Background: an optimization exercise with open tools, aiming at small area and a short achievable clock period. Do not read the settings as production practice.
In this exercise RTL edits were held to simulation tests only and were not proved equivalent to the original.
Power figures rest on the tool's default switching activity, not on a simulated workload.

==> 02-03: inputs <==
==> flow/design.v (excerpt) <==
module mips32_pipeline #(parameter WIDTH = 32, REGBITS = 5) (
	input			clk, reset,
	input [WIDTH-1:0] 	imem_data,
	input			imem_ready,
	output [WIDTH-1:0] 	imem_addr,
	input [WIDTH-1:0] 	dmem_rdata,
	output			dmem_we,
	output [WIDTH-1:0] 	dmem_addr,
	output [WIDTH-1:0] 	dmem_wdata,
	output [31:0]		cycle_count,
	output [31:0]		inst_count,
	output [31:0]		branch_predict_correct,
	output [31:0]		branch_predict_total
);
clock: 95.0 ns
lec_check: 0
cap_margin: 20
core_margin: 2
core_utilization: 30
slew_margin: 20
run.sh (not shown) runs the stock make flow with config.mk's settings and CLKGATE_MAP_FILE= SYNTH_SCRIPT=/design/flow/synth_recipe.tcl, a recipe that flattens the netlist after the stock synthesis.
==> 04-22 (differences from 02-03) <==
--- a/flow/design.v
+++ b/flow/design.v
@@ -54,12 +54,14 @@
 reg [31:0] branch_total_counter;
 reg [31:0] hi_reg, lo_reg;
 reg [31:0] md_op;             
 reg        md_x;              
 reg        mult_busy, div_busy;
 reg [3:0]  md_cnt;
+reg        reset_q;
+always @(posedge clk) reset_q <= reset;
 reg [31:0] rf [1:31];
 wire [2047:0] bp;
 wire [5:0] op = ifid_instr[31:26];
 wire [5:0] fn = ifid_instr[5:0];
 wire [4:0] ra1 = ifid_instr[25:21];
 wire [4:0] ra2 = ifid_instr[20:16];
@@ -106,14 +108,22 @@
 		6'b000011: begin jump = 1; jal = 1; regwrite = 1; end
 		default: ;
 	endcase
 end
 wire zero_extend = (op == 6'b001101) || (op == 6'b001100) || (op == 6'b001110);
 wire [31:0] write_data = memwb_wdata;
-wire [31:0] rf_rd1 = (ra1 != 0) ? rf[ra1] : 32'd0;
-wire [31:0] rf_rd2 = (ra2 != 0) ? rf[ra2] : 32'd0;
+reg  [31:0] rf_rd1, rf_rd2;
+integer r;
+always @(*) begin
+	rf_rd1 = 0;
+	rf_rd2 = 0;
+	for (r = 1; r < 32; r = r + 1) begin
+		rf_rd1 = rf_rd1 | ({32{ra1 == r}} & rf[r]);
+		rf_rd2 = rf_rd2 | ({32{ra2 == r}} & rf[r]);
+	end
+end
 wire [31:0] rd1 = (memwb_rw && memwb_writereg == ra1) ? write_data : rf_rd1;
 wire [31:0] rd2 = (memwb_rw && memwb_writereg == ra2) ? write_data : rf_rd2;
 always @(posedge clk)
 	if (memwb_rw) rf[memwb_writereg] <= write_data;
 wire [4:0]  idex_rs_w  = idex_ins[25:21];
 wire [4:0]  idex_rt_w  = idex_ins[20:16];
@@ -131,13 +141,14 @@
 wire fb_wb = memwb_rw && (memwb_writereg == idex_rt_w);
 wire [31:0] fwd1 = fa_ex ? exmem_aluresult : fa_wb ? write_data : idex_rd1;
 wire [31:0] fwd2 = fb_ex ? exmem_aluresult : fb_wb ? write_data : idex_rd2;
 wire [31:0] a = fwd1;
 wire [31:0] b = idex_alusrc ? idex_imm : fwd2;
 wire        sub = idex_alucont[2];
-wire [31:0] sum = a + (sub ? ~b : b) + {31'd0, sub};
+wire [31:0] sum;
+rca #(32) alu_add(.a(a), .b(sub ? ~b : b), .ci(sub), .s(sum));
 wire        sh_left = (idex_alucont[1:0] == 2'b00);
 wire        sh_fill = (idex_alucont[1:0] == 2'b10) & b[31];
 reg  [31:0] b_rev, sh_out_rev;
 integer k;
 always @(*)
 	for (k = 0; k < 32; k = k + 1) b_rev[k] = b[31-k];
@@ -166,41 +177,64 @@
 			4'b1101: alu_result = lo_reg;
 			default: alu_result = 32'd0;
 		endcase
 wire zero = (alu_result == 0);
 wire br_cond = idex_bne ? !zero : zero;
 wire branch_taken_ex = idex_branch & idex_valid & br_cond;
-wire [31:0] idex_pc4 = idex_pc + 32'd4;
-wire [31:0] branch_target = idex_pc4 + {idex_imm[29:0], 2'b00};
+wire [31:0] idex_pc4;
+wire [31:0] branch_target;
+inc #(30) idex_pc_inc(.a(idex_pc[31:2]), .s(idex_pc4[31:2]));
+assign idex_pc4[1:0] = idex_pc[1:0];
+rca #(30) bt_add(.a(idex_pc4[31:2]), .b(idex_imm[29:0]), .ci(1'b0), .s(branch_target[31:2]));
+assign branch_target[1:0] = idex_pc[1:0];
 wire [31:0] jump_target = {idex_pc4[31:28], idex_ins, 2'b00};
 wire jal_v = idex_jal && idex_valid;
 wire [4:0]  write_reg = jal_v ? 5'd31 : (idex_regdst ? idex_rd_w : idex_rt_w);
 wire [31:0] alu_result_final = jal_v ? idex_pc4 : alu_result;
 wire jump_flush = (idex_jump || idex_jr) && idex_valid;
 wire flush = branch_taken_ex || jump_flush;
 wire [9:0] pidx = pc[11:2];
 wire [9:0] ifid_idx = ifid_pc[11:2];
 wire [9:0] idex_idx = idex_pc[11:2];
-wire [1:0] bp_rd = bp[{pidx, 1'b0} +: 2];
+wire [31:0] bp_csel = 32'd1 << pidx[4:0];
+wire [31:0] bp_rsel = 32'd1 << pidx[9:5];
+reg  [63:0] bp_row;
+reg  [1:0]  bp_rd;
+integer q, q2;
+always @(*) begin
+	bp_row = 0;
+	for (q = 0; q < 32; q = q + 1)
+		for (q2 = 0; q2 < 32; q2 = q2 + 1)
+			bp_row[2*q +: 2] = bp_row[2*q +: 2] | ({2{bp_csel[q2]}} & bp[2*(32*q+q2) +: 2]);
+	bp_rd = 0;
+	for (q = 0; q < 32; q = q + 1)
+		bp_rd = bp_rd | ({2{bp_rsel[q]}} & bp_row[2*q +: 2]);
+end
 wire       bp_upd = exmem_isbr;
 wire [1:0] bp_new = exmem_tk ? ((exmem_cnt == 2'b11) ? 2'b11 : exmem_cnt + 2'd1)
                              : ((exmem_cnt == 2'b00) ? 2'b00 : exmem_cnt - 2'd1);
-wire [1:0] fetch_cnt = (bp_upd && exmem_idx == pidx) ? bp_new : bp_rd;
+wire [1:0] bp_rd_e = reset_q ? 2'b10 : bp_rd;
+wire [1:0] fetch_cnt = (bp_upd && exmem_idx == pidx) ? bp_new : bp_rd_e;
 wire [1:0] ifid_cnt_c = (bp_upd && exmem_idx == ifid_idx) ? bp_new : ifid_cnt;
 wire [1:0] idex_cnt_c = (bp_upd && exmem_idx == idex_idx) ? bp_new : idex_cnt;
+wire [31:0] bp_wa = reset_q ? 32'hffffffff : (bp_upd ? (32'd1 << exmem_idx[4:0]) : 32'd0);
+wire [31:0] bp_wb = reset_q ? 32'hffffffff : (32'd1 << exmem_idx[9:5]);
+wire [1:0]  bp_wd = reset_q ? 2'b10 : bp_new;
 genvar g;
 generate
 	for (g = 0; g < 1024; g = g + 1) begin : bpe
 		reg [1:0] c;
 		always @(posedge clk)
-			if (reset || (bp_upd && exmem_idx == g))
-				c <= reset ? 2'b10 : bp_new;
+			if (bp_wa[g % 32] & bp_wb[g / 32])
+				c <= bp_wd;
 		assign bp[2*g +: 2] = c;
 	end
 endgenerate
-wire [31:0] pc_plus4 = pc + 32'd4;
+wire [31:0] pc_plus4;
+inc #(30) pc_inc(.a(pc[31:2]), .s(pc_plus4[31:2]));
+assign pc_plus4[1:0] = pc[1:0];
 wire        fetch_br = (imem_data[31:26] == 6'b000100) || (imem_data[31:26] == 6'b000101);
 always @(posedge clk) begin
 	if (reset)
 		pc <= 0;
 	else if (branch_taken_ex)
 		pc <= branch_target;
@@ -216,28 +250,26 @@
 		ifid_instr <= 0;
 		ifid_valid <= 0;
 		ifid_pt <= 0;
 	end else if (!stall) begin
 		ifid_instr <= imem_ready ? imem_data : 32'd0;
 		ifid_valid <= imem_ready;
-		ifid_pt <= imem_ready & fetch_br & bp_rd[1];
+		ifid_pt <= imem_ready & fetch_br & bp_rd_e[1];
 	end
 	if (!stall) begin
 		ifid_pc <= pc;
 		ifid_cnt <= fetch_cnt;
 	end else
 		ifid_cnt <= ifid_cnt_c;
 end
 always @(posedge clk) begin
 	idex_pc <= ifid_pc;
 	idex_cnt <= ifid_cnt_c;
 	if (reset || flush) begin
-		idex_rd1 <= 0;
 		idex_rd2 <= 0;
-		idex_ins <= 0;
-		idex_sx <= 0;
+		idex_ins[20:16] <= 0;
 		idex_regwrite <= 0;
 		idex_memtoreg <= 0;
 		idex_memwrite <= 0;
 		idex_memread <= 0;
 		idex_alusrc <= 0;
 		idex_regdst <= 0;
@@ -323,41 +355,68 @@
 		memwb_valid <= 0;
 	end else begin
 		memwb_rw <= exmem_rw;
 		memwb_valid <= exmem_valid;
 	end
 end
+wire [31:0] cycle_inc, inst_inc, bc_inc, bt_inc;
+inc #(32) cyc_i(.a(cycle_counter), .s(cycle_inc));
+inc #(32) ins_i(.a(instruction_counter), .s(inst_inc));
+inc #(32) bc_i(.a(branch_correct_counter), .s(bc_inc));
+inc #(32) bt_i(.a(branch_total_counter), .s(bt_inc));
 always @(posedge clk) begin
 	if (reset) begin
 		cycle_counter <= 0;
 		instruction_counter <= 0;
 		branch_correct_counter <= 0;
 		branch_total_counter <= 0;
 	end else begin
-		cycle_counter <= cycle_counter + 1;
+		cycle_counter <= cycle_inc;
 		if (memwb_valid)
-			instruction_counter <= instruction_counter + 1;
+			instruction_counter <= inst_inc;
 		if (exmem_isbr) begin
-			branch_total_counter <= branch_total_counter + 1;
+			branch_total_counter <= bt_inc;
 			if (exmem_tk == exmem_pt)
-				branch_correct_counter <= branch_correct_counter + 1;
+				branch_correct_counter <= bc_inc;
 		end
 	end
 end
 assign cycle_count = cycle_counter;
 assign inst_count = instruction_counter;
 assign branch_predict_correct = branch_correct_counter;
 assign branch_predict_total = branch_total_counter;
 assign imem_addr = pc;
 wire        m_last = (md_cnt == 4'd0);
-wire [5:0]  m_dig  = m_last ? {{4{lo_reg[1]}}, lo_reg[1:0]} : {1'b0, lo_reg[4:0]};
-wire [37:0] m_sum  = $signed(hi_reg) + $signed(md_op) * $signed(m_dig);
+reg [4:0]  m_d;
+reg [36:0] m_op [0:6];
+reg [36:0] cs_s, cs_c, t_s;
+integer j;
+always @(*) begin
+	m_d = m_last ? {3'b000, lo_reg[1:0]} : lo_reg[4:0];
+	m_op[0] = {5'b00000, ~hi_reg[31], hi_reg[30:0]};
+	for (j = 0; j < 5; j = j + 1) begin
+		m_op[j+1] = 0;
+		if (j == 1)
+			m_op[j+1][j +: 32] = {~(m_d[j] & (md_op[31] ^ m_last)), {31{m_d[j]}} & (md_op[30:0] ^ {31{m_last}})};
+		else
+			m_op[j+1][j +: 32] = {~(m_d[j] & md_op[31]), {31{m_d[j]}} & md_op[30:0]};
+	end
+	m_op[6] = {1'b1, 34'd0, m_last & m_d[1], 1'b0};
+	cs_s = m_op[0];
+	cs_c = m_op[1];
+	for (j = 2; j < 7; j = j + 1) begin
+		t_s  = cs_s ^ cs_c ^ m_op[j];
+		cs_c = ((cs_s & cs_c) | (cs_s & m_op[j]) | (cs_c & m_op[j])) << 1;
+		cs_s = t_s;
+	end
+end
+wire [36:0] m_sum;
+rca #(37) m_add(.a(cs_s), .b(cs_c), .ci(1'b0), .s(m_sum));
 reg [31:0] d_r;
 reg [32:0] d_q;
 reg [33:0] d_t;
-integer j;
 always @(*) begin
 	d_r = hi_reg;
 	d_q = {md_x, lo_reg};
 	for (j = 0; j < 3; j = j + 1) begin
 		d_t = {1'b0, d_r, d_q[32]} - {2'b00, md_op};
 		if (!d_t[33])
@@ -366,54 +425,84 @@
 			d_r = {d_r[30:0], d_q[32]};
 		d_q = {d_q[31:0], !d_t[33]};
 	end
 end
 wire d_zero = (md_op == 0);
 always @(posedge clk) begin
-	if (reset) begin
+	if (((idex_multiply && idex_valid) || (idex_divide && idex_valid)) && !mult_busy && !div_busy) begin
+		md_op <= fwd2;
+		md_x <= 0;
+	end else if (div_busy && md_cnt <= 4'd10)
+		md_x <= d_q[32];
+	if (reset_q) begin
 		hi_reg <= 0;
 		lo_reg <= 0;
 		mult_busy <= 0;
 		div_busy <= 0;
 	end else begin
-		if (idex_multiply && !mult_busy && !div_busy && idex_valid) begin
+		if ((idex_multiply && idex_valid) && !mult_busy && !div_busy) begin
 			mult_busy <= 1;
 			md_cnt <= 4'd6;
-			md_op <= fwd1;
 			hi_reg <= 0;
-			lo_reg <= fwd2;
+			lo_reg <= fwd1;
 		end else if (mult_busy) begin
 			md_cnt <= md_cnt - 4'd1;
 			if (m_last) begin
 				hi_reg <= m_sum[33:2];
 				lo_reg <= {m_sum[1:0], lo_reg[31:2]};
 				mult_busy <= 0;
 			end else begin
 				hi_reg <= m_sum[36:5];
 				lo_reg <= {m_sum[4:0], lo_reg[31:5]};
 			end
 		end
-		if (idex_divide && !div_busy && !mult_busy && idex_valid) begin
+		if ((idex_divide && idex_valid) && !div_busy && !mult_busy) begin
 			div_busy <= 1;
 			md_cnt <= 4'd12;
-			md_op <= fwd2;
-			md_x <= 0;
 			hi_reg <= 0;
 			lo_reg <= fwd1;
 		end else if (div_busy) begin
 			md_cnt <= md_cnt - 4'd1;
 			if (md_cnt <= 4'd10) begin
 				if (m_last && d_zero) begin
 					hi_reg <= 32'hDEADBEEF;
 					lo_reg <= 32'hDEADBEEF;
 				end else begin
 					hi_reg <= d_r;
 					lo_reg <= d_q[31:0];
 				end
-				md_x <= d_q[32];
 			end
 			if (m_last)
 				div_busy <= 0;
 		end
 	end
 end
 endmodule
+module rca #(parameter N = 32) (
+	input  [N-1:0] a, b,
+	input          ci,
+	output [N-1:0] s
+);
+wire [N:0] c;
+assign c[0] = ci;
+genvar i;
+generate
+	for (i = 0; i < N; i = i + 1) begin : fa
+		assign s[i] = a[i] ^ b[i] ^ c[i];
+		assign c[i+1] = (a[i] & b[i]) | (c[i] & (a[i] ^ b[i]));
+	end
+endgenerate
+endmodule
+module inc #(parameter N = 32) (
+	input  [N-1:0] a,
+	output [N-1:0] s
+);
+wire [N:0] c;
+assign c[0] = 1'b1;
+genvar i;
+generate
+	for (i = 0; i < N; i = i + 1) begin : ha
+		assign s[i] = a[i] ^ c[i];
+		assign c[i+1] = a[i] & c[i];
+	end
+endgenerate
+endmodule
==> comparison <==
02-03 finished with timing, DRC and antenna clean. 04-22 completed without violations. Of 04-22 and 02-03, 02-03 has the higher critical path depth (gap 4). Clock power is about the same in 02-03 and 04-22. Die area: 04-22 is lower than 02-03 (about 10%). Of 02-03 and 04-22, 04-22 has the higher non-clock buffer count (gap 168). Of 04-22 and 02-03, 04-22 has the higher clock-buffer cell count (gap 1). In 04-22 the sequential power is smaller than in 02-03, by about 8%. Between 02-03 and 04-22, the lower combinational power is in 04-22 (gap about 60%, measured against 04-22). Against 04-22, the synthesized area of 02-03 is larger by 11%.
==> figures <==
	02-03	04-22
Run status	complete, no violations	complete, no violations
Warnings from Yosys	1	2
Combinational gate power	566 uW	346 uW
Achievable Freq	0.0453 GHz	0.0456 GHz
Share of the synthesized area in the top cell type	0.508	0.573
Nature of the critical path endpoint	register	primary output
Wire length of the first global-routing pass	861,000 um	957,000 um
Synth Cell Area	184,000 um^2	166,000 um^2
Slowest CP cell	sky130_fd_sc_hd__or2_4	sky130_fd_sc_hd__clkdlybuf4s50_1
Die Footprint	619,000 um^2	558,000 um^2
Data required time at the worst endpoint	95.71 ns	76.00 ns
Length of routed wiring on met1	241,000 um	257,000 um
Die width	786 um	747 um
Total GRT Usage	0.189	0.238
Synthesized-area fraction occupied by adder cells	0.0390	0.0556
Overall die height	786 um	747 um
Total number of tap cells	8,092	7,261

## port drivers added, routing unchanged
The flow's constraints put no driver on any port. The routed layouts listed below were extracted and timed again, unchanged, in two steps. Step 1 (the two cells are an assumption about what drives the block):
set clk [get_ports {clk}]
set_driving_cell -lib_cell sky130_fd_sc_hd__clkbuf_16 $clk
set_driving_cell -lib_cell sky130_fd_sc_hd__buf_2 [delete_from_list [all_inputs] $clk]
Step 2 also shifts input and output timing later by t, the mid clock arrival at the registers, as if the neighbouring blocks saw the same clock. Three values: ideal, step 1, step 2; two values: the first two.
| run | t (ns) | setup slack, ns | worst setup path at the end | clock arrival spread, ns | worst slew at a driven data input, ns |
|---|---|---|---|---|---|
| 02-03 | 1.068 | 72.907 / 72.828 / 71.892 | input to register | 0.136 / 0.136 | 0.18 |
| 04-22 | 1.098 | 73.059 / 72.946 / 73.223 | input to register | 0.098 / 0.098 | 0.09 |
After both steps setup and hold are still met in every run listed. For 02-03, which loses most, drivers alone change the setup slack by -0.079 ns; drivers and shift together by -1.015 ns.
